From an optimization exercise on the open Yosys and OpenROAD flow, aimed at a short achievable clock period and few clock cycles; shortcuts taken in it are not production practice.
In this exercise RTL edits were held to simulation tests only and were not proved equivalent to the original.
Power figures rest on the tool's default switching activity, not on a simulated workload.

==> design.v <==
module Pipeline_CPU(
    input clk,                  
    input rst,                  
    input [31:0] Data_in,       
    input [31:0] inst_IF,       
    output [31:0] PC_out_IF,    
    output MemRW_Mem,           
    output [31:0] Addr_out,     
    output [31:0] Data_out      
);
    reg  [31:2] pc;
    reg  [31:0] pc_oh;           
    reg         ex_chk;          
    reg         ex_wr;           
    reg  [4:0]  ex_rd;
    reg         ex_ld, ex_st, ex_br, ex_jal, ex_jalr;    
    reg         ex_bne;
    reg  [31:2] ex_bt, ex_jt, ex_pc4;
    reg  [31:0] ex_a, ex_b, ex_sd, ex_pre;
    reg         ex_s_add, ex_s_sub, ex_s_sll, ex_s_srl, ex_s_sra;
    reg         ex_s_slt, ex_s_sltu, ex_s_xor, ex_s_or, ex_s_and;
    reg         ex_hit;          
    reg  [1:0]  ex_cnt;
    reg  [4:0]  ex_bidx;
    reg  [8:7]  ex_btag;
    reg         ex_ptk;          
    reg  [11:2] ex_ptgt;         
    reg  [11:2] ex_lo;           
    reg         ex_pg;           
    reg         m_wr, m_ld, m_st, m_jalr;
    reg  [4:0]  m_rd;
    reg  [31:1] m_we;            
    reg  [31:0] m_res, m_sd;
    reg  [31:2] m_jt;            
    reg  [31:0] rf [1:31];
    reg  [31:0] btb_v;
    reg  [8:7]  btb_tag [0:31];
    reg  [11:2] btb_tgt [0:31];
    reg  [1:0]  btb_cnt [0:31];
    wire [31:0] ins = inst_IF;
    wire [4:0]  opc = ins[6:2];
    wire [4:0]  rd  = ins[11:7];
    wire [4:0]  rs1 = ins[19:15];
    wire [4:0]  rs2 = ins[24:20];
    wire [2:0]  f3  = ins[14:12];
    wire        f7b = ins[30];
    wire d_lui   = (opc == 5'b01101);
    wire d_auipc = (opc == 5'b00101);
    wire d_jal   = (opc == 5'b11011);
    wire d_jalr  = (opc == 5'b11001);
    wire d_br    = (opc == 5'b11000);
    wire d_ld    = (opc == 5'b00000);
    wire d_st    = (opc == 5'b01000);
    wire d_opi   = (opc == 5'b00100);
    wire d_op    = (opc == 5'b01100);
    wire use1 = ~(d_lui | d_auipc | d_jal);
    wire use2 = d_op | d_st | d_br;
    wire d_wr = (rd != 5'd0) & ~(d_br | d_st);
    wire [31:0] immI = {{20{ins[31]}}, ins[31:20]};
    wire [31:0] immS = {{20{ins[31]}}, ins[31:25], ins[11:7]};
    wire [31:0] immB = {{19{ins[31]}}, ins[31], ins[7], ins[30:25], ins[11:8], 1'b0};
    wire [31:0] immJ = {{11{ins[31]}}, ins[31], ins[19:12], ins[20], ins[30:21], 1'b0};
    wire [31:0] immU = {ins[31:12], 12'h0};
    wire alu_op = d_op | d_opi;
    wire s_add  = (alu_op & f3 == 3'b000 & ~(d_op & f7b)) | d_ld | d_st;
    wire s_sub  = d_op & f3 == 3'b000 & f7b;
    wire s_sll  = alu_op & f3 == 3'b001;
    wire s_slt  = alu_op & f3 == 3'b010;
    wire s_sltu = alu_op & f3 == 3'b011;
    wire s_xor  = alu_op & f3 == 3'b100;
    wire s_srl  = alu_op & f3 == 3'b101 & ~f7b;
    wire s_sra  = alu_op & f3 == 3'b101 & f7b;
    wire s_or   = alu_op & f3 == 3'b110;
    wire s_and  = alu_op & f3 == 3'b111;
    wire [31:2] pc4;
    inc30 u_inc (.a(pc), .y(pc4));
    wire [31:2] br_tgt = pc + immB[31:2];
    wire [31:2] jl_tgt = pc + immJ[31:2];
    wire [31:0] pre    = d_lui ? immU : d_auipc ? ({pc, 2'b00} + immU) : {pc4, 2'b00};
    wire [4:0]  bidx  = pc[6:2];
    wire        b_hit, b_tk;
    wire [1:0]  b_cnt;
    wire [11:2] b_tgt;
    wire [63:0]  tags_f;
    wire [319:0] tgts_f;
    wire [63:0]  cnts_f;
    genvar gi;
    generate for (gi = 0; gi < 32; gi = gi + 1) begin : btbf
        assign tags_f[2*gi +: 2]  = btb_tag[gi];
        assign tgts_f[10*gi +: 10] = btb_tgt[gi];
        assign cnts_f[2*gi +: 2]  = btb_cnt[gi];
    end endgenerate
    btb_look u_btb (.oh(pc_oh), .tag(pc[8:7]), .v(btb_v), .tags(tags_f),
                    .tgts(tgts_f), .cnts(cnts_f),
                    .hit(b_hit), .tk(b_tk), .cnt(b_cnt), .tgt(b_tgt));
    wire [10:0] lo_b  = {1'b0, pc[11:2]} + {1'b0, immB[11:2]};
    wire [10:0] lo_j  = {1'b0, pc[11:2]} + {1'b0, immJ[11:2]};
    wire        pg_b  = (lo_b[10] == ins[31]);
    wire        pg_j  = ins[31] ? (lo_j[10] & (ins[19:12] == 8'hFF))
                                : (~lo_j[10] & (ins[19:12] == 8'h00));
    wire        tok;
    eq10 u_tok (.a(ex_lo), .b(ex_ptgt), .y(tok));
    wire [31:0] wb;
    wire [31:0] rf1 = (rs1 == 5'd0) ? 32'd0 : rf[rs1];
    wire [31:0] rf2 = (rs2 == 5'd0) ? 32'd0 : rf[rs2];
    wire e1 = ex_wr & (ex_rd == rs1);
    wire e2 = ex_wr & (ex_rd == rs2);
    wire m1 = m_wr & (m_rd == rs1);
    wire m2 = m_wr & (m_rd == rs2);
    wire [31:0] o1 = m1 ? wb : rf1;           
    wire [31:0] o2 = m2 ? wb : rf2;
    wire stall = ex_ld & ((use1 & e1) | (use2 & e2));
    wire [31:0] sum, diff;
    add32 u_add (.a(ex_a), .b(ex_b), .y(sum));
    sub32 u_sub (.a(ex_a), .b(ex_b), .y(diff));
    wire        lts  = $signed(ex_a) < $signed(ex_b);
    wire        ltu  = ex_a < ex_b;
    wire [31:0] shl  = ex_a << ex_b[4:0];
    wire [31:0] shr  = ex_a >> ex_b[4:0];
    wire [31:0] sha  = $signed(ex_a) >>> ex_b[4:0];
    wire [31:0] res_o = ({32{ex_s_sll}}  & shl)
                      | ({32{ex_s_srl}}  & shr)
                      | ({32{ex_s_sra}}  & sha)
                      | ({32{ex_s_xor}}  & (ex_a ^ ex_b))
                      | ({32{ex_s_or}}   & (ex_a | ex_b))
                      | ({32{ex_s_and}}  & (ex_a & ex_b))
                      | ex_pre
                      | {31'd0, (ex_s_slt & lts) | (ex_s_sltu & ltu)};
    wire [31:0] ex_res;
    sel4 u_res (.s0(ex_s_add), .d0(sum), .s1(ex_s_sub), .d1(diff),
                .s2(1'b1), .d2(res_o), .s3(1'b0), .d3(32'd0), .y(ex_res));
    wire jr_m  = m_jalr;
    wire taken, act, mis;
    br_res u_br (.a(ex_a), .b(ex_b), .bne(ex_bne), .br(ex_br), .jal(ex_jal),
                 .live(ex_chk & ~jr_m), .ptk(ex_ptk), .tok(ex_pg & tok),
                 .taken(taken), .act(act), .mis(mis));
    wire [31:2] redir = act ? (ex_jal ? ex_jt : ex_bt) : ex_pc4;
    wire use_b2 = d_op | d_br;
    wire a_ea = e1 & ex_s_add, a_es = e1 & ex_s_sub;
    wire b_e  = use_b2 & e2;
    wire b_ea = b_e & ex_s_add, b_es = b_e & ex_s_sub;
    wire [31:0] imm_b = d_st ? immS : immI;
    wire [31:0] b_oth = use_b2 ? o2 : imm_b;
    wire [31:0] a_nx, b_nx, sd_nx;
    sel4 u_a  (.s0(a_ea), .d0(sum), .s1(a_es), .d1(diff),
               .s2(e1), .d2(res_o), .s3(~e1), .d3(o1), .y(a_nx));
    sel4 u_b  (.s0(b_ea), .d0(sum), .s1(b_es), .d1(diff),
               .s2(b_e), .d2(res_o), .s3(~b_e), .d3(b_oth), .y(b_nx));
    sel4 u_sd (.s0(e2 & ex_s_add), .d0(sum), .s1(e2 & ex_s_sub), .d1(diff),
               .s2(e2), .d2(res_o), .s3(~e2), .d3(o2), .y(sd_nx));
    wire hold  = ~jr_m & stall;
    wire fgo   = ~jr_m & ~stall;
    wire [31:2] pc_nx;
    next_pc u_npc (.pc(pc), .pc4(pc4), .b_tgt(b_tgt), .b_tk(b_tk),
                   .m_jt(m_jt), .redir(redir), .fgo(fgo), .hold(hold),
                   .jr_m(jr_m), .mis(mis), .y(pc_nx));
    wire [31:0] oh_nx;
    wire [31:0] oh_btgt, oh_mjt, oh_t, oh_n;
    wire [6:2]  ttgt = ex_jal ? ex_jt[6:2] : ex_bt[6:2];
    dec5 u_d1 (.a(b_tgt[6:2]), .y(oh_btgt));
    dec5 u_d2 (.a(m_jt[6:2]), .y(oh_mjt));
    dec5 u_d3 (.a(ttgt), .y(oh_t));
    dec5 u_d4 (.a(ex_pc4[6:2]), .y(oh_n));
    next_oh u_noh (.oh(pc_oh), .oh_btgt(oh_btgt), .b_tk(b_tk), .oh_mjt(oh_mjt),
                   .oh_t(oh_t), .oh_n(oh_n), .act(act),
                   .fgo(fgo), .hold(hold), .jr_m(jr_m),
                   .mis(mis), .y(oh_nx));
    wire go = fgo & ~mis;
    assign Addr_out  = m_res;
    assign Data_out  = m_sd;
    assign MemRW_Mem = m_st;
    assign wb = m_ld ? Data_in : m_res;
    assign PC_out_IF = {pc, 2'b00};
    always @(posedge clk or posedge rst) begin
        if (rst) begin
            pc       <= 30'd0;
            pc_oh    <= 32'd1;
            ex_chk   <= 1'b0;
            ex_wr    <= 1'b0;
            ex_ld    <= 1'b0;
            ex_st    <= 1'b0;
            ex_br    <= 1'b0;
            ex_jal   <= 1'b0;
            ex_jalr  <= 1'b0;
            m_wr     <= 1'b0;
            m_we     <= 31'd0;
            m_ld     <= 1'b0;
            m_st     <= 1'b0;
            m_jalr   <= 1'b0;
        end else begin
            pc       <= pc_nx;
            pc_oh    <= oh_nx;
            ex_chk   <= go & ~d_jalr;
            ex_wr    <= go & d_wr;
            ex_ld    <= go & d_ld;
            ex_st    <= go & d_st;
            ex_br    <= go & d_br;
            ex_jal   <= go & d_jal;
            ex_jalr  <= go & d_jalr;
            m_wr     <= ~jr_m & ex_wr;
            m_we     <= {31{~jr_m & ex_wr}} & (32'd1 << ex_rd) >> 1;
            m_ld     <= ~jr_m & ex_ld;
            m_st     <= ~jr_m & ex_st;
            m_jalr   <= ~jr_m & ex_jalr;
        end
    end
    always @(posedge clk) begin
        ex_rd     <= rd;
        ex_bne    <= f3[0];
        ex_bt     <= br_tgt;
        ex_jt     <= jl_tgt;
        ex_pc4    <= pc4;
        ex_hit    <= b_hit;
        ex_cnt    <= b_cnt;
        ex_bidx   <= bidx;
        ex_btag   <= pc[8:7];
        ex_ptk    <= b_tk;
        ex_ptgt   <= b_tgt;
        ex_lo     <= d_jal ? lo_j[9:0] : lo_b[9:0];
        ex_pg     <= d_jal ? pg_j : pg_b;
        ex_a      <= a_nx;
        ex_b      <= b_nx;
        ex_sd     <= sd_nx;
        ex_pre    <= (d_lui | d_auipc | d_jal | d_jalr) ? pre : 32'd0;
        ex_s_add  <= s_add;
        ex_s_sub  <= s_sub;
        ex_s_sll  <= s_sll;
        ex_s_srl  <= s_srl;
        ex_s_sra  <= s_sra;
        ex_s_slt  <= s_slt;
        ex_s_sltu <= s_sltu;
        ex_s_xor  <= s_xor;
        ex_s_or   <= s_or;
        ex_s_and  <= s_and;
        m_rd  <= ex_rd;
        m_res <= ex_res;
        m_sd  <= ex_sd;
        m_jt  <= sum[31:2];
    end
    integer i;
    always @(posedge clk or posedge rst) begin
        if (rst) begin
            for (i = 1; i < 32; i = i + 1) rf[i] <= 32'd0;
        end else begin
            for (i = 1; i < 32; i = i + 1)
                if (m_we[i]) rf[i] <= wb;
        end
    end
    reg         u_ins, u_dec, u_clr;
    reg  [31:0] u_oh;
    reg  [8:7]  u_tag;
    reg  [11:2] u_tgt;
    reg  [1:0]  u_cnt;
    always @(posedge clk or posedge rst) begin
        if (rst) begin
            u_ins <= 1'b0;
            u_dec <= 1'b0;
            u_clr <= 1'b0;
        end else begin
            u_ins <= ex_chk & ~jr_m & act;
            u_dec <= ex_chk & ~jr_m & ex_br & ~taken & ex_hit;
            u_clr <= ex_chk & ~jr_m & ~ex_br & ~ex_jal & ex_hit;
        end
    end
    always @(posedge clk) begin
        u_oh  <= 32'd1 << ex_bidx;
        u_tag <= ex_btag;
        u_tgt <= ex_jal ? ex_jt[11:2] : ex_bt[11:2];
        u_cnt <= ~ex_hit ? (ex_jal ? 2'b11 : 2'b10)
               : act     ? ((ex_cnt == 2'b11) ? 2'b11 : ex_cnt + 2'b01)
               :           ((ex_cnt == 2'b00) ? 2'b00 : ex_cnt - 2'b01);
    end
    always @(posedge clk or posedge rst) begin
        if (rst) begin
            btb_v <= 32'd0;
        end else begin
            for (i = 0; i < 32; i = i + 1)
                if (u_oh[i] & (u_ins | u_clr)) btb_v[i] <= u_ins;
        end
    end
    always @(posedge clk) begin
        for (i = 0; i < 32; i = i + 1) begin
            if (u_oh[i] & u_ins) begin
                btb_tag[i] <= u_tag;
                btb_tgt[i] <= u_tgt;
            end
            if (u_oh[i] & (u_ins | u_dec)) btb_cnt[i] <= u_cnt;
        end
    end
endmodule
module add32(input [31:0] a, input [31:0] b, output [31:0] y);
    assign y = a + b;
endmodule
module sub32(input [31:0] a, input [31:0] b, output [31:0] y);
    assign y = a - b;
endmodule
module sel4(input s0, input [31:0] d0, input s1, input [31:0] d1,
            input s2, input [31:0] d2, input s3, input [31:0] d3,
            output [31:0] y);
    assign y = ({32{s0}} & d0) | ({32{s1}} & d1) | ({32{s2}} & d2) | ({32{s3}} & d3);
endmodule
module inc30(input [31:2] a, output [31:2] y);
    assign y = a + 30'd1;
endmodule
module eq10(input [9:0] a, input [9:0] b, output y);
    assign y = (a == b);
endmodule
module btb_look(input [31:0] oh, input [8:7] tag, input [31:0] v,
                input [63:0] tags, input [319:0] tgts, input [63:0] cnts,
                output hit, output tk, output [1:0] cnt, output [11:2] tgt);
    reg        rv;
    reg [1:0]  rtag, rcnt;
    reg [9:0]  rtgt;
    integer k;
    always @(*) begin
        rv = 1'b0; rtag = 2'd0; rcnt = 2'd0; rtgt = 10'd0;
        for (k = 0; k < 32; k = k + 1) begin
            rv   = rv   | (oh[k] & v[k]);
            rtag = rtag | ({2{oh[k]}} & tags[2*k +: 2]);
            rcnt = rcnt | ({2{oh[k]}} & cnts[2*k +: 2]);
            rtgt = rtgt | ({10{oh[k]}} & tgts[10*k +: 10]);
        end
    end
    assign hit = rv & (rtag == tag);
    assign cnt = rcnt;
    assign tk  = hit & rcnt[1];
    assign tgt = rtgt;
endmodule
module dec5(input [4:0] a, output [31:0] y);
    assign y = 32'd1 << a;
endmodule
module next_oh(input [31:0] oh, input [31:0] oh_btgt, input b_tk,
               input [31:0] oh_mjt, input [31:0] oh_t, input [31:0] oh_n,
               input act, input fgo, input hold, input jr_m, input mis,
               output [31:0] y);
    wire [31:0] onext = b_tk ? oh_btgt : {oh[30:0], oh[31]};
    wire [31:0] o_fd  = ({32{fgo}} & onext) | ({32{hold}} & oh) | ({32{jr_m}} & oh_mjt);
    assign y = mis ? (act ? oh_t : oh_n) : o_fd;
endmodule
module br_res(input [31:0] a, input [31:0] b, input bne, input br, input jal,
              input live, input ptk, input tok,
              output taken, output act, output mis);
    wire eq = (a == b);
    assign taken = eq ^ bne;
    assign act   = jal | (br & taken);
    assign mis   = live & (ptk ? ~(act & tok) : act);
endmodule
module next_pc(input [31:2] pc, input [31:2] pc4, input [11:2] b_tgt,
               input b_tk, input [31:2] m_jt, input [31:2] redir,
               input fgo, input hold, input jr_m, input mis,
               output [31:2] y);
    wire [31:2] pnext = b_tk ? {pc[31:12], b_tgt} : pc4;
    wire [31:2] pc_fd = ({30{fgo}} & pnext) | ({30{hold}} & pc) | ({30{jr_m}} & m_jt);
    assign y = mis ? redir : pc_fd;
endmodule
==> run.sh <==
#!/bin/bash
# synth_recipe.tcl (not shown) runs the flow's synth.tcl, then flattens the netlist and writes it again
# the make line also repeats each setting of config.mk as NAME=value (left out here)
make -C /OpenROAD-flow-scripts/flow DESIGN_CONFIG=/design/flow/config.mk WORK_HOME=/design/flow/orfs CLKGATE_MAP_FILE= SYNTH_SCRIPT=/design/flow/synth_recipe.tcl finish
==> config.mk <==
export PLATFORM = sky130hd
export DESIGN_NAME = Pipeline_CPU
export DESIGN_NICKNAME = Pipeline_CPU
export VERILOG_FILES = /design/flow/design.v
export SDC_FILE = /design/flow/constraint.sdc
export NUM_CORES = 8
export LEC_CHECK = 0
export CAP_MARGIN = 40
export CORE_MARGIN = 2
export CORE_UTILIZATION = 45
export PLACE_DENSITY = 0.65
export SETUP_SLACK_MARGIN = 3.2
export SLEW_MARGIN = 40
export SYNTH_HIERARCHICAL = 1
==> constraint.sdc <==
create_clock -name core_clock -period 6.0 [get_ports {clk}]
set_input_delay 1.2000 -clock core_clock [delete_from_list [all_inputs] [get_ports {clk}]]
set_output_delay 1.2000 -clock core_clock [all_outputs]
set_load 0.01 [all_outputs]
==> impl_metrics.tcl, run 1 <==
set metrics [dict create \
    cp.required_ns 6.76 \
    grt_max_degree 153 \
    ant_nets 0 \
    syn_area_sq_um 98770 \
    antenna_found_initial 48 \
    die_y_microns 472.5 \
    drtIter0Drc 19878 \
    die-area_sq_um 223200 \
    ios 163 \
    insertion_delay_ns 0.95 \
    syn_avg_cell_area_sq_um 9.763 \
    grt_pass1_vias 90128 \
    regToRegSetupSlack_ns 2.58 \
    clk_path_buf_depth 3 \
    grt_use_total_pct 42.99 \
    postCtsHoldBufs 0 \
    ys_ff_latch 1988 \
    yosysSeqAreaShare_pct 50.57 \
    cts_root_buf "clkbuf_16" \
    routed_wl_mm 499.8 \
    firstDrtPassIters 11 \
    synth_top_area_share_pct 28.63 \
    min_path_type "reg2reg" \
    grt_first_pass_wirelength_mm 683.2 \
    status "complete, no violations" \
    wl_per_cell_microns 36.40 \
    ys_warn_count 44 \
    irDropWorstVdd_mv 0.3666 \
    critical_path.max_fanout 4 \
    row_count 171 \
    total_power_mw 58.36 \
    vias 97176 \
    grt_setup_unrepaired "true" \
    nets 10945 \
    worst_slew_pin_slew_ns 0.9851 \
    startpoint_type "flip-flop" \
    arrival_ns 4.18 \
    die_x_microns 472.5 \
    initial_utilization_pct 45.39 \
    min_period_over_period_pct 57.08 \
    synth_edf_count 448 \
    drcViolationCount 0 \
    area_growth_pct 25.58 \
    clock_skew_ns 0.1120 \
    final_hold_viol_count 0 \
    fmax_mhz 292.0 \
    final_common_cell "nor2_1" \
    synthTopCellsByArea "dfrtp_1 (29%), edfxtp_1 (14%), a22oi_1 (9.8%)" \
    maxCapViolations 0 \
    cts.sinks 1988 \
    utilization_pct 57.00 \
    io_buffers 158 \
    core_sq_um 217600 \
    setup_viol 0 \
    crit_path_end_kind "flip-flop" \
    syn_inst 10117 \
    drive_gt1_share_pct 23.03 \
    yosysTopAreaCell "dfrtp_1" \
    ctsHtreeMaxLevel 4 \
    hold_ws_ns 0.3253 \
    clk_pin_slew_ns 0.06 \
    most-common-layout-cells "nor2_1 (1451), a21oi_1 (1387), a22oi_1 (1152)" \
    postSynth.asyncResetShare_pct 56.89 \
    period_needed_ns 3.425 \
    critPathKind "reg2reg" \
    ys.flop_type "dfrtp_1" \
    power_density_nw_per_um2 470.5 \
    drv_slew 0 \
    ys_types 112 \
    overflow 0 \
    cts_tree "built" \
    cts_inserted_buffers 206 \
    slew-limit-headroom_pct 33.85 \
    p_leak_nw 49.06 \
    vias_per_cell 7.078 \
    gp_congestion 0.9815 \
    place_hpwl_mm 300.8 \
]
## path summary, 6_finish.rpt
path | start | end | cells past startpoint
worst max-delay path | ex_b[0]$_DFF_P_ | m_res[14]$_DFF_P_ | 18
worst min-delay path | ex_sd[26]$_DFF_P_ | m_sd[26]$_DFF_P_ | 0
worst max register to register | ex_b[0]$_DFF_P_ | m_res[14]$_DFF_P_ | 18
worst min register to register | ex_sd[26]$_DFF_P_ | m_sd[26]$_DFF_P_ | 0
max in group asynchronous | rst | rf[14][18]$_DFFE_PP0P_ | 5
min in group asynchronous | rst | m_we[17]$_DFF_PP0_ | 3
## metal layers
metal	share of wire, %	global-route usage [%]	up-vias	wire length, microns
li1	-	-	38291	-
met1	34	52.31	46831	170800
met2	40	60.02	9108	201400
met3	15	18.12	2898	76870
met4	10	32.93	48	50090
met5	0.12	0.3894	-	580
## Yosys cell counts, types with 28 or more instances
cell,number
buf_1,31
edfxtp_1,448
mux2_4,60
nand4_1,193
nor3_1,110
mux2i_1,120
buf_6,28
a221o_1,64
a221oi_1,29
dfxtp_1,409
dfrtp_1,1130
nand2_1,554
and2_1,49
a21o_1,97
a21oi_2,94
nor2b_1,59
a22o_1,43
o21ai_0,158
inv_1,199
nand2b_1,30
mux2_2,46
mux4_2,62
xor2_1,65
nand3_1,142
clkbuf_1,553
a222oi_1,57
nor2_1,1526
buf_2,176
a22oi_1,1293
ha_1,212
xnor2_1,157
a21oi_1,1458
## where the power goes
part	internal, mW	switching (mW)	total, mW
logic	9.12	13.0	22.1
clock network	7.94	5.96	13.9
registers	18.0	4.34	22.4
total	35.1	23.3	58.4
## what timing repair did
action / in CTS / in global routing
gates resized for setup: 1230 / 247
pin swaps: 360 / 197
setup buffers: 413 / 70
endpoints found under the hold margin: 0 / 0
endpoints found under the setup margin: 391 / 254
cloned: 27 / 8
## cell families after synthesis
family                   Yosys count  share of synthesized area [%]
AO/OA/AOI/OAI                   3525                          23.40
XOR/XNOR                         222                          1.969
other                              2                       0.007604
adder cells (fa/ha/maj)          218                          2.797
AND/OR/NAND/NOR                 2854                          12.73
flip-flops                      1988                          50.57
multiplexers                     288                          4.066
buffers and inverters           1020                          4.459
## area by class of cell
type / count / area (sq um)
Fill cell: 18196 / 93560
Tap cell: 2854 / 3571
Sequential cell: 1988 / 50320
Antenna cell: 42 / 105.1
Clock buffer: 295 / 6047
Inverter: 202 / 788.3
Multi-Input combinational cell: 7154 / 49290
Clock inverter: 85 / 1338
Timing Repair Buffer: 1110 / 12580
## worst max-delay path, stage by stage, from the launching register on
cell and delay, ns:
dfxtp_4 0.36, buf_6 0.12, buf_6 0.11, buf_12 0.14
buf_12 0.14, buf_8 0.12, buf_16 0.13, buf_6 0.11
buf_6 0.10, mux4_2 0.47, nor2_4 0.12, nor2_4 0.05
nor2_4 0.14, a21oi_2 0.06, o21ai_1 0.20, a22o_2 0.24
o2111ai_4 0.25, a22oi_2 0.27, nand2_2 0.16
## flip-flops by register name, indices dropped and copies added, names as in the netlist, 64 cells and up
signal	cells
btb_cnt	64
btb_tag	64
btb_tgt	320
rf	992
## modules after synthesis (local to each module, per instance)
module / cell area (sq um) / cells / flops+latches
btb_look: 2529 / 350 / 0
br_res: 425.4 / 55 / 0
inc30: 565.5 / 81 / 0
sel4: 679.4 / 108 / 0
Pipeline_CPU: 85000 / 8178 / 1988
dec5: 214.0 / 47 / 0
next_pc: 1528 / 169 / 0
sub32: 1815 / 265 / 0
add32: 1499 / 202 / 0
next_oh: 1724 / 184 / 0
eq10: 112.6 / 13 / 0
## through the flow
| stage | worst slack, ns | TNS [ns] | area [sq um] | instances |
|---|---|---|---|---|
| 2_1_floorplan | -10.81 | - | 99080 | 10159 |
| 3_3_place_gp | -0.06681 | -0.06681 | 105200 | 12737 |
| 3_5_place_dp | 0.3222 | 0 | 106200 | 12788 |
| 4_1_cts | 2.614 | 0 | 121900 | 13608 |
| 5_1_grt | 2.521 | 0 | 123900 | 13692 |
| 6_report | 2.575 | 0 | 124000 | 13730 |
Testbench counts, summed over its fixed seeds: cycles 52,246.
==> run 2: changes to the inputs <==
--- a/config.mk
+++ b/config.mk
@@ -8,7 +8,7 @@
 export CAP_MARGIN = 40
 export CORE_MARGIN = 2
-export CORE_UTILIZATION = 45
-export PLACE_DENSITY = 0.65
-export SETUP_SLACK_MARGIN = 3.2
+export CORE_UTILIZATION = 50
+export PLACE_DENSITY = 0.7
+export SETUP_SLACK_MARGIN = 3.4
 export SLEW_MARGIN = 40
 export SYNTH_HIERARCHICAL = 1
==> run 2 against run 1 <==
Largest power group is now combinational logic. Final area rose by 3.0%. Non-clock buffer count rose by 223. Register-to-register slack got worse by 0.03 ns. Routed wire length rose by 3.3%. Die area fell by 9.9%. Largest cell class is now multi-input gates.
==> impl_metrics.tcl, run 2 <==
set metrics [dict create \
    worst-path-stages 11 \
    cpLargestDelayFamily "compound AO/OA/AOI/OAI gates" \
    multi_input_area_sq_um 50550 \
    ys_warn_count 44 \
    r2r-end "m_res[30]$_DFF_P_" \
    fillCellCount 14757 \
    initial_utilization_pct 50.19 \
    fmax_mhz 289.8 \
    grt_max_degree 162 \
    critPathKind "reg2reg" \
    min_from "ex_sd[8]$_DFF_P_" \
    cp.required_ns 6.74 \
    ys_ff_latch 1988 \
    top_register "rf" \
    grt_use_total_pct 49.49 \
    row_count 163 \
    clk_pin_slew_ns 0.08 \
    ff2ff_path_depth 11 \
    critical_path_buf_inv_count 0 \
    final_common_cell "nor2_1" \
    die-area_sq_um 201100 \
    syn_inst 10117 \
    insertion_delay_ns 0.93 \
    drcViolationCount 0 \
    cts_root_buf "clkbuf_16" \
    drtIter0Drc 23114 \
    utilization_pct 64.94 \
    gp_congestion 1.033 \
    overflow 0 \
    ys_top_cells_by_count "nor2_1 (1526), a21oi_1 (1458), a22oi_1 (1293)" \
    synth_edf_count 448 \
    min_period_over_period_pct 57.51 \
    drive_gt1_share_pct 27.06 \
    crit_path_end_kind "flip-flop" \
    arrival_ns 4.19 \
    yosysTopAreaCell "dfrtp_1" \
    yosysSeqAreaShare_pct 50.57 \
    core_sq_um 196800 \
    final_hold_viol_count 0 \
    synth_most_common_cell "nor2_1" \
    regArea_sq_um 50400 \
    wl_per_cell_microns 37.54 \
    drv_slew 0 \
    status "complete, no violations" \
    io_buffers 158 \
    grt_pass1_vias 95295 \
    ios 163 \
    synthTopCellsByArea "dfrtp_1 (29%), edfxtp_1 (14%), a22oi_1 (9.8%)" \
    regToRegSetupSlack_ns 2.55 \
    worst_hold_path.num_cells 0 \
    cts_tree "built" \
    startpoint_type "flip-flop" \
    power_density_nw_per_um2 476.2 \
    antenna_found_initial 54 \
    place_hpwl_mm 292.0 \
    firstDrtPassIters 17 \
    holdPathEnd "m_sd[8]$_DFF_P_" \
    most-common-layout-cells "nor2_1 (1440), a21oi_1 (1356), a22oi_1 (1135)" \
    ant_nets 0 \
    ys_types 112 \
    die_y_microns 448.5 \
    synth_top_area_share_pct 28.63 \
    rr_startpoint "ex_a[7]$_DFF_P_" \
    min_path_type "reg2reg" \
    p_leak_nw 50.82 \
    worst_slew_pin_slew_ns 1.050 \
    setup_viol 0 \
    clk_path_buf_depth 3 \
    slew-limit-headroom_pct 30.02 \
    area_growth_pct 29.39 \
    critical_path.max_fanout 5 \
    period_needed_ns 3.451 \
    cts.sinks 1988 \
    grt_first_pass_wirelength_mm 704.8 \
    crit_chain "ha_2, a211o_1, a211oi_2, a21oi_4, a311o_1, a211o_4, a21o_4, a311oi_4, xnor2_2, a22oi_1, nand2_1" \
    clock_skew_ns 0.08142 \
    pre_cts_slack_ns 0.6790 \
    grt_setup_unrepaired "true" \
    worst_slack_ns 2.549 \
    die_x_microns 448.5 \
    cpPeakStageDelay_ns 0.41 \
    routed_wl_mm 516.2 \
    tns_ns 0 \
    syn_area_sq_um 98770 \
    irDropWorstVdd_mv 0.3252 \
    ctsHtreeMaxLevel 4 \
    ys.flop_type "dfrtp_1" \
    largest_register_ff_count 992 \
    postSynth.asyncResetShare_pct 56.89 \
    crit_slowest_cell "a311o_1" \
    syn_avg_cell_area_sq_um 9.763 \
    reg.largest.list "rf x992, btb_tgt x320" \
    postCtsHoldBufs 0 \
    vias 102533 \
    cts_inserted_buffers 203 \
    nets 11165 \
    maxCapViolations 0 \
    vias_per_cell 7.456 \
]
run 2: cell types whose count changed in the layout (fill, tap and decap cells not counted), sizes merged, moves of 11 or more:
cell	delta
clkinv	+13
dlygate4sd2	-47
clkbuf	-25
clkdlybuf4s15	-34
buf	+295
diode	+11
run 2: cell type report:
type | count | area share (%)
Antenna cell | 53 | 0.1038
Clock buffer | 271 | 4.530
Clock inverter | 111 | 1.086
Inverter | 202 | 0.6178
Multi-Input combinational cell | 7154 | 39.56
Sequential cell | 1988 | 39.44
Tap cell | 2640 | 2.585
Timing Repair Buffer | 1333 | 12.08
run 2: how the worst max path moves through the flow:
stage | start | end
5_1_grt | ex_a[0]$_DFF_P_ | m_res[30]$_DFF_P_
4_1_cts | ex_a[0]$_DFF_P_ | m_res[30]$_DFF_P_
3_3_place_gp | inst_IF[24] | ex_b[5]$_DFF_P_
3_5_place_dp | inst_IF[24] | ex_b[3]$_DFF_P_
6_report | ex_a[7]$_DFF_P_ | m_res[30]$_DFF_P_
2_1_floorplan | rst | btb_v[0]$_DFFE_PP0P_
run 2: what timing repair did:
item / 4_1_cts / 5_1_grt
setup endpoints to repair: 405 / 329
setup buffers: 598 / 110
pin swaps: 554 / 339
hold endpoints to repair: 0 / 0
cloned: 48 / 5
gates resized for setup: 1863 / 376
run 2: cells by family (layout without fill, tap and decap cells):
| logic type | Yosys count | in the layout | share of synthesized area, % |
|---|---|---|---|
| XOR/XNOR | 222 | 222 | 1.969 |
| flip-flops | 1988 | 1988 | 50.57 |
| AO/OA/AOI/OAI | 3525 | 3525 | 23.40 |
| adder cells (fa/ha/maj) | 218 | 218 | 2.797 |
| other | 2 | 97 | 0.007604 |
| buffers and inverters | 1020 | 1917 | 4.459 |
| multiplexers | 288 | 288 | 4.066 |
| AND/OR/NAND/NOR | 2854 | 2857 | 12.73 |
run 2: Yosys stat by module (local to each module, per instance):
module / times used / cells inside / cell area, sq um
Pipeline_CPU: 1 / 8178 / 85000
btb_look: 1 / 350 / 2529
sub32: 1 / 265 / 1815
next_oh: 1 / 184 / 1724
next_pc: 1 / 169 / 1528
add32: 1 / 202 / 1499
sel4: 4 / 108 / 679.4
inc30: 1 / 81 / 565.5
br_res: 1 / 55 / 425.4
dec5: 4 / 47 / 214.0
eq10: 1 / 13 / 112.6
run 2: through the flow:
stage / power (mW) / hold slack [ns] / std cells / area, sq um
2_1_floorplan: 32.17 / 0.3096 / 10159 / 99080
3_3_place_gp: 38.61 / 0.3130 / 12505 / 104700
3_5_place_dp: 39.29 / 0.3164 / 12555 / 105800
4_1_cts: 57.26 / 0.3290 / 13583 / 124900
5_1_grt: 62.16 / 0.3352 / 13710 / 127700
6_report: 60.85 / 0.3294 / 13752 / 127800
run 2: per-layer routing:
metal / vias to the layer above / part of all wire [%] / wire (microns) / global-route usage, %
li1: 38805 / - / - / -
met1: 48356 / 31 / 160900 / 56.50
met2: 11161 / 38 / 197900 / 65.79
met3: 4147 / 18 / 93140 / 27.14
met4: 64 / 12 / 62730 / 43.26
met5: - / 0.31 / 1608 / 5.195
run 2: report_power, final:
part           internal [mW]  switching [mW]  leakage (nW)
clock network           7.61            6.03          3.49
logic                   10.5            14.3          27.6
registers               18.0            4.31          19.7
==> run 3: changes to the inputs <==
--- a/design.v
+++ b/design.v
@@ -17,5 +17,6 @@
     reg         ex_bne;
     reg  [31:2] ex_bt, ex_jt, ex_pc4;
-    reg  [31:0] ex_a, ex_b, ex_sd, ex_pre;
+    reg  [31:0] ex_a, ex_b, ex_sd, ex_pre;      
+    reg  [31:0] ex_ao, ex_bo, ex_ac, ex_bc;
     reg         ex_s_add, ex_s_sub, ex_s_sll, ex_s_srl, ex_s_sra;
     reg         ex_s_slt, ex_s_sltu, ex_s_xor, ex_s_or, ex_s_and;
@@ -114,15 +115,15 @@
     add32 u_add (.a(ex_a), .b(ex_b), .y(sum));
     sub32 u_sub (.a(ex_a), .b(ex_b), .y(diff));
-    wire        lts  = $signed(ex_a) < $signed(ex_b);
-    wire        ltu  = ex_a < ex_b;
-    wire [31:0] shl  = ex_a << ex_b[4:0];
-    wire [31:0] shr  = ex_a >> ex_b[4:0];
-    wire [31:0] sha  = $signed(ex_a) >>> ex_b[4:0];
+    wire        lts  = $signed(ex_ac) < $signed(ex_bc);
+    wire        ltu  = ex_ac < ex_bc;
+    wire [31:0] shl  = ex_ao << ex_bo[4:0];
+    wire [31:0] shr  = ex_ao >> ex_bo[4:0];
+    wire [31:0] sha  = $signed(ex_ao) >>> ex_bo[4:0];
     wire [31:0] res_o = ({32{ex_s_sll}}  & shl)
                       | ({32{ex_s_srl}}  & shr)
                       | ({32{ex_s_sra}}  & sha)
-                      | ({32{ex_s_xor}}  & (ex_a ^ ex_b))
-                      | ({32{ex_s_or}}   & (ex_a | ex_b))
-                      | ({32{ex_s_and}}  & (ex_a & ex_b))
+                      | ({32{ex_s_xor}}  & (ex_ao ^ ex_bo))
+                      | ({32{ex_s_or}}   & (ex_ao | ex_bo))
+                      | ({32{ex_s_and}}  & (ex_ao & ex_bo))
                       | ex_pre
                       | {31'd0, (ex_s_slt & lts) | (ex_s_sltu & ltu)};
@@ -132,5 +133,5 @@
     wire jr_m  = m_jalr;
     wire taken, act, mis;
-    br_res u_br (.a(ex_a), .b(ex_b), .bne(ex_bne), .br(ex_br), .jal(ex_jal),
+    br_res u_br (.a(ex_ac), .b(ex_bc), .bne(ex_bne), .br(ex_br), .jal(ex_jal),
                  .live(ex_chk & ~jr_m), .ptk(ex_ptk), .tok(ex_pg & tok),
                  .taken(taken), .act(act), .mis(mis));
@@ -149,4 +150,15 @@
     sel4 u_sd (.s0(e2 & ex_s_add), .d0(sum), .s1(e2 & ex_s_sub), .d1(diff),
                .s2(e2), .d2(res_o), .s3(~e2), .d3(o2), .y(sd_nx));
+    wire g_o = s_sll | s_srl | s_sra | s_xor | s_or | s_and;
+    wire g_c = s_slt | s_sltu | d_br;
+    wire [31:0] ao_nx, bo_nx, ac_nx, bc_nx;
+    sel4 u_ao (.s0(g_o & a_ea), .d0(sum), .s1(g_o & a_es), .d1(diff),
+               .s2(g_o & e1), .d2(res_o), .s3(g_o & ~e1), .d3(o1), .y(ao_nx));
+    sel4 u_bo (.s0(g_o & b_ea), .d0(sum), .s1(g_o & b_es), .d1(diff),
+               .s2(g_o & b_e), .d2(res_o), .s3(g_o & ~b_e), .d3(b_oth), .y(bo_nx));
+    sel4 u_ac (.s0(g_c & a_ea), .d0(sum), .s1(g_c & a_es), .d1(diff),
+               .s2(g_c & e1), .d2(res_o), .s3(g_c & ~e1), .d3(o1), .y(ac_nx));
+    sel4 u_bc (.s0(g_c & b_ea), .d0(sum), .s1(g_c & b_es), .d1(diff),
+               .s2(g_c & b_e), .d2(res_o), .s3(g_c & ~b_e), .d3(b_oth), .y(bc_nx));
     wire hold  = ~jr_m & stall;
     wire fgo   = ~jr_m & ~stall;
@@ -221,4 +233,8 @@
         ex_a      <= a_nx;
         ex_b      <= b_nx;
+        ex_ao     <= ao_nx;
+        ex_bo     <= bo_nx;
+        ex_ac     <= ac_nx;
+        ex_bc     <= bc_nx;
         ex_sd     <= sd_nx;
         ex_pre    <= (d_lui | d_auipc | d_jal | d_jalr) ? pre : 32'd0;
--- a/config.mk
+++ b/config.mk
@@ -8,7 +8,7 @@
 export CAP_MARGIN = 40
 export CORE_MARGIN = 2
-export CORE_UTILIZATION = 50
-export PLACE_DENSITY = 0.7
-export SETUP_SLACK_MARGIN = 3.4
+export CORE_UTILIZATION = 45
+export PLACE_DENSITY = 0.65
+export SETUP_SLACK_MARGIN = 3.2
 export SLEW_MARGIN = 40
 export SYNTH_HIERARCHICAL = 1
==> run 3 against run 2 <==
Register-to-register slack got worse by 0.06 ns. Synthesized cell count increased by 4.9%. Clock skew increased by 0.033 ns. Synthesized area increased by 5.2%. Sequential share of layout area decreased by 0.47 points. Global-route usage decreased by 6.9 points. Setup slack got worse by 0.11 ns. Count of clock-buffer cells in the layout increased by 35. Total power increased by 0.58%. Die area increased by 17%. Sequential power increased by 4%. Hold slack got worse by 0.0049 ns. Critical path type is now in2reg. Critical endpoint is now ex_bo[30]$_DFF_P_.
==> impl_metrics.tcl, run 3 <==
set metrics [dict create \
    status "complete, no violations" \
    worst_slew_pin_slew_ns 0.9870 \
    yosysSeqAreaShare_pct 50.55 \
    maxCapViolations 0 \
    ys_top_cells_by_count "nor2_1 (1546), a21oi_1 (1401), a22oi_1 (1144)" \
    synth_compound_area_share_pct 24.68 \
    ys_warn_count 44 \
    min_path_type "reg2reg" \
    die-area_sq_um 234700 \
    cts_inserted_buffers 219 \
    core_sq_um 229700 \
    startpoint_type "input port" \
    drv_slew 0 \
    period_needed_ns 3.557 \
    top_register "rf" \
    largest_register_ff_count 992 \
    ios 163 \
    die_x_microns 484.4 \
    min_period_over_period_pct 59.28 \
    wl_per_cell_microns 35.65 \
    synth_most_common_cell "nor2_1" \
    ys_ff_latch 2116 \
    synth_top_area_share_pct 27.22 \
    area_growth_pct 30.57 \
    grt_max_degree 147 \
    die_y_microns 484.4 \
    slew-limit-headroom_pct 34.20 \
    synthMuxAreaShare_pct 3.196 \
    cts_tree "built" \
    synth_xor_xnor_area_share_pct 1.897 \
    clk_pin_slew_ns 0.06 \
    synth_fa_ha_area_share_pct 2.648 \
    p_leak_nw 53.56 \
    insertion_delay_ns 0.99 \
    grt_first_pass_wirelength_mm 721.3 \
    syn_avg_cell_area_sq_um 9.786 \
    clk_path_buf_depth 3 \
    row_count 176 \
    power_density_nw_per_um2 451.3 \
    overflow 0 \
    routed_wl_mm 523.5 \
    tns_ns 0 \
    crit_path_end_kind "flip-flop" \
    drive_gt1_share_pct 27.67 \
    most-common-layout-cells "nor2_1 (1439), a21oi_1 (1302), dfrtp_1 (1052)" \
    critPathKind "in2reg" \
    synth_edf_count 448 \
    fmax_mhz 281.1 \
    antenna_found_initial 46 \
    drtIter0Drc 21732 \
    vias 104813 \
    irDropWorstVdd_mv 0.3829 \
    vias_per_cell 7.137 \
    grt_pass1_vias 97461 \
    io_buffers 158 \
    grt_use_total_pct 42.55 \
    arrival_ns 4.39 \
    synth-simple-area-share_pct 12.46 \
    initial_utilization_pct 45.23 \
    utilization_pct 59.05 \
    postSynth.asyncResetShare_pct 53.45 \
    drcViolationCount 0 \
    grt_setup_unrepaired "true" \
    nets 11706 \
    critical_path.max_fanout 12 \
    final_hold_viol_count 0 \
    place_hpwl_mm 315.3 \
    reg.largest.list "rf x992, btb_tgt x320" \
    synthTopCellsByArea "dfrtp_1 (27%), edfxtp_1 (13%), dfxtp_1 (10%)" \
    setup_viol 0 \
    ys.flop_type "dfrtp_1" \
    cp.required_ns 6.83 \
    postCtsHoldBufs 0 \
    ant_nets 0 \
    ctsHtreeMaxLevel 4 \
    fillCellCount 18396 \
    yosysTopAreaCell "dfrtp_1" \
    firstDrtPassIters 22 \
    gp_congestion 1.033 \
    cts_root_buf "clkbuf_16" \
    ys_types 110 \
    synth_top_family_by_area "compound AO/OA/AOI/OAI gates" \
    syn_area_sq_um 103900 \
    syn_inst 10615 \
    clock_skew_ns 0.1143 \
    cts.sinks 2116 \
    final_common_cell "nor2_1" \
]
## run 3: cell count changes after synthesis, moves of 25 or more
| cell | before | now |
|---|---|---|
| dfxtp_1 | 409 | 537 |
| mux4_2 | 62 | 25 |
| a21oi_1 | 1458 | 1401 |
| nand4_1 | 193 | 230 |
| a221oi_1 | 29 | 229 |
| o21ai_0 | 158 | 183 |
| a22o_1 | 43 | 233 |
| a22oi_1 | 1293 | 1144 |
| buf_2 | 176 | 203 |
| mux2i_1 | 120 | 146 |
## run 3: worst max-delay path, stage by stage
cell and delay (ns):
buf_12 0.13, buf_12 0.16, or2_4 0.29, buf_8 0.15, nor3_4 0.30, buf_4 0.41, a22o_1 0.21, a221oi_1 0.05
nand4_1 0.12, nor3_1 0.07, buf_4 0.18, nor2_2 0.33, a21oi_1 0.19, a21oi_2 0.31, a22oi_1 0.12, nand2_1 0.14
## run 3: worst paths after layout
path,startpoint,end,slack [ns],cells past startpoint
max in group asynchronous,rst,rf[12][19]$_DFFE_PP0P_,3.93,6
worst min register to register,ex_sd[31]$_DFF_P_,m_sd[31]$_DFF_P_,0.32,0
worst max register to register,ex_b[0]$_DFF_P_,ex_sd[30]$_DFF_P_,2.49,13
worst min-delay path,ex_sd[31]$_DFF_P_,m_sd[31]$_DFF_P_,0.32,0
min in group asynchronous,rst,rf[31][22]$_DFFE_PP0P_,0.68,3
worst max-delay path,inst_IF[22],ex_bo[30]$_DFF_P_,2.44,16
## run 3: final cells by class
cell class / instances / area (sq um) / area share [%]
flip-flops and latches: 2116 / 52850 / 38.97
multi-input cells: 7458 / 54320 / 40.05
clock inverters: 108 / 1627 / 1.199
diodes: 42 / 105.1 / 0.07749
repair buffers: 1411 / 15830 / 11.67
well taps: 3026 / 3786 / 2.792
inverters: 218 / 842.1 / 0.6209
clock buffers: 306 / 6264 / 4.618
## run 3: cell families (layout without fill, tap and decap cells)
| group | Yosys count | count (layout) |
|---|---|---|
| compound gates | 3780 | 3780 |
| simple gates | 2917 | 2924 |
| flops | 2116 | 2116 |
| buf+inv | 1092 | 2043 |
| mux | 266 | 267 |
| xor+xnor | 225 | 226 |
| fa+ha+maj | 217 | 217 |
| other cells | 2 | 86 |
## run 3: where the power goes
group | leakage (nW) | total [mW] | switching (mW) | internal, mW
Combinational | 28.9 | 23.0 | 13.4 | 9.54
Clock | 3.80 | 14.9 | 6.42 | 8.46
Sequential | 20.8 | 23.4 | 4.43 | 18.9
Total | 53.6 | 61.2 | 24.3 | 36.9
## run 3: stage by stage
step                instances  power, mW  cell area (sq um)  hold WS [ns]  setup slack, ns
finish                  14685      61.21             135600        0.3246            2.443
global route            14656      62.80             135600        0.3328            2.455
CTS                     14472      58.40             131400        0.3249            2.577
detailed placement      13488      39.86             112600        0.3121           0.5070
global placement        13417      39.07             110900        0.3128           0.4208
floorplan               10657      32.71             104200        0.3096           -10.81
## run 3: what timing repair did
item,in CTS,in global routing
resized for setup,1605,560
setup buffers,529,161
pin swaps,636,484
endpoints found under the setup margin,501,403
gates cloned,41,4
## run 3: per-layer routing
layer	part of all wire, %	global-route usage, %
met5	0.39	3.286
met4	9.7	31.13
met3	16	19.49
met2	40	58.63
met1	34	51.72
## run 3: modules after synthesis, one instance, submodules excluded, a selection
module / copies in the design / cells / flops+latches
sub32: 1 / 265 / 0
Pipeline_CPU: 1 / 8244 / 2116
sel4: 8 / 108 / 0
next_pc: 1 / 169 / 0
eq10: 1 / 13 / 0
add32: 1 / 202 / 0
Testbench counts of run 3, summed over its fixed seeds: cycles 52,246.

==> what the ideal ports hide <==
In the flow no input, the clock included, has a driving cell. The finished layouts below were timed again as built, in two steps. Step 1, drivers: a clkbuf_16 drives clk and a buf_2 each remaining input, both assumed. Step 2 times the ports against the registers' clock, not the clock port: input delays grow and output delays shrink by t, the midpoint of the rising clock arrivals with the driver on. Slacks: ideal ports / drivers / drivers and shift; pairs: ideal ports / drivers.
| run | t (ns) | setup WS [ns] | hold WS [ns] | worst setup path after step 2 | cell pins on the clock port's net |
|---|---|---|---|---|---|
| run 1 | 0.983 | 2.575 / 2.575 / 1.604 | 0.325 / 0.325 / 0.325 | input to register | 1 |
| run 2 | 0.986 | 2.549 / 2.549 / 1.710 | 0.329 / 0.329 / 0.329 | input to register | 1 |
| run 3 | 1.038 | 2.443 / 2.442 / 1.405 | 0.325 / 0.325 / 0.325 | input to register | 1 |
After both steps every run listed still meets setup and hold. For run 3, which loses most, drivers alone change the setup slack by -0.001 ns; drivers and shift together by -1.038 ns.
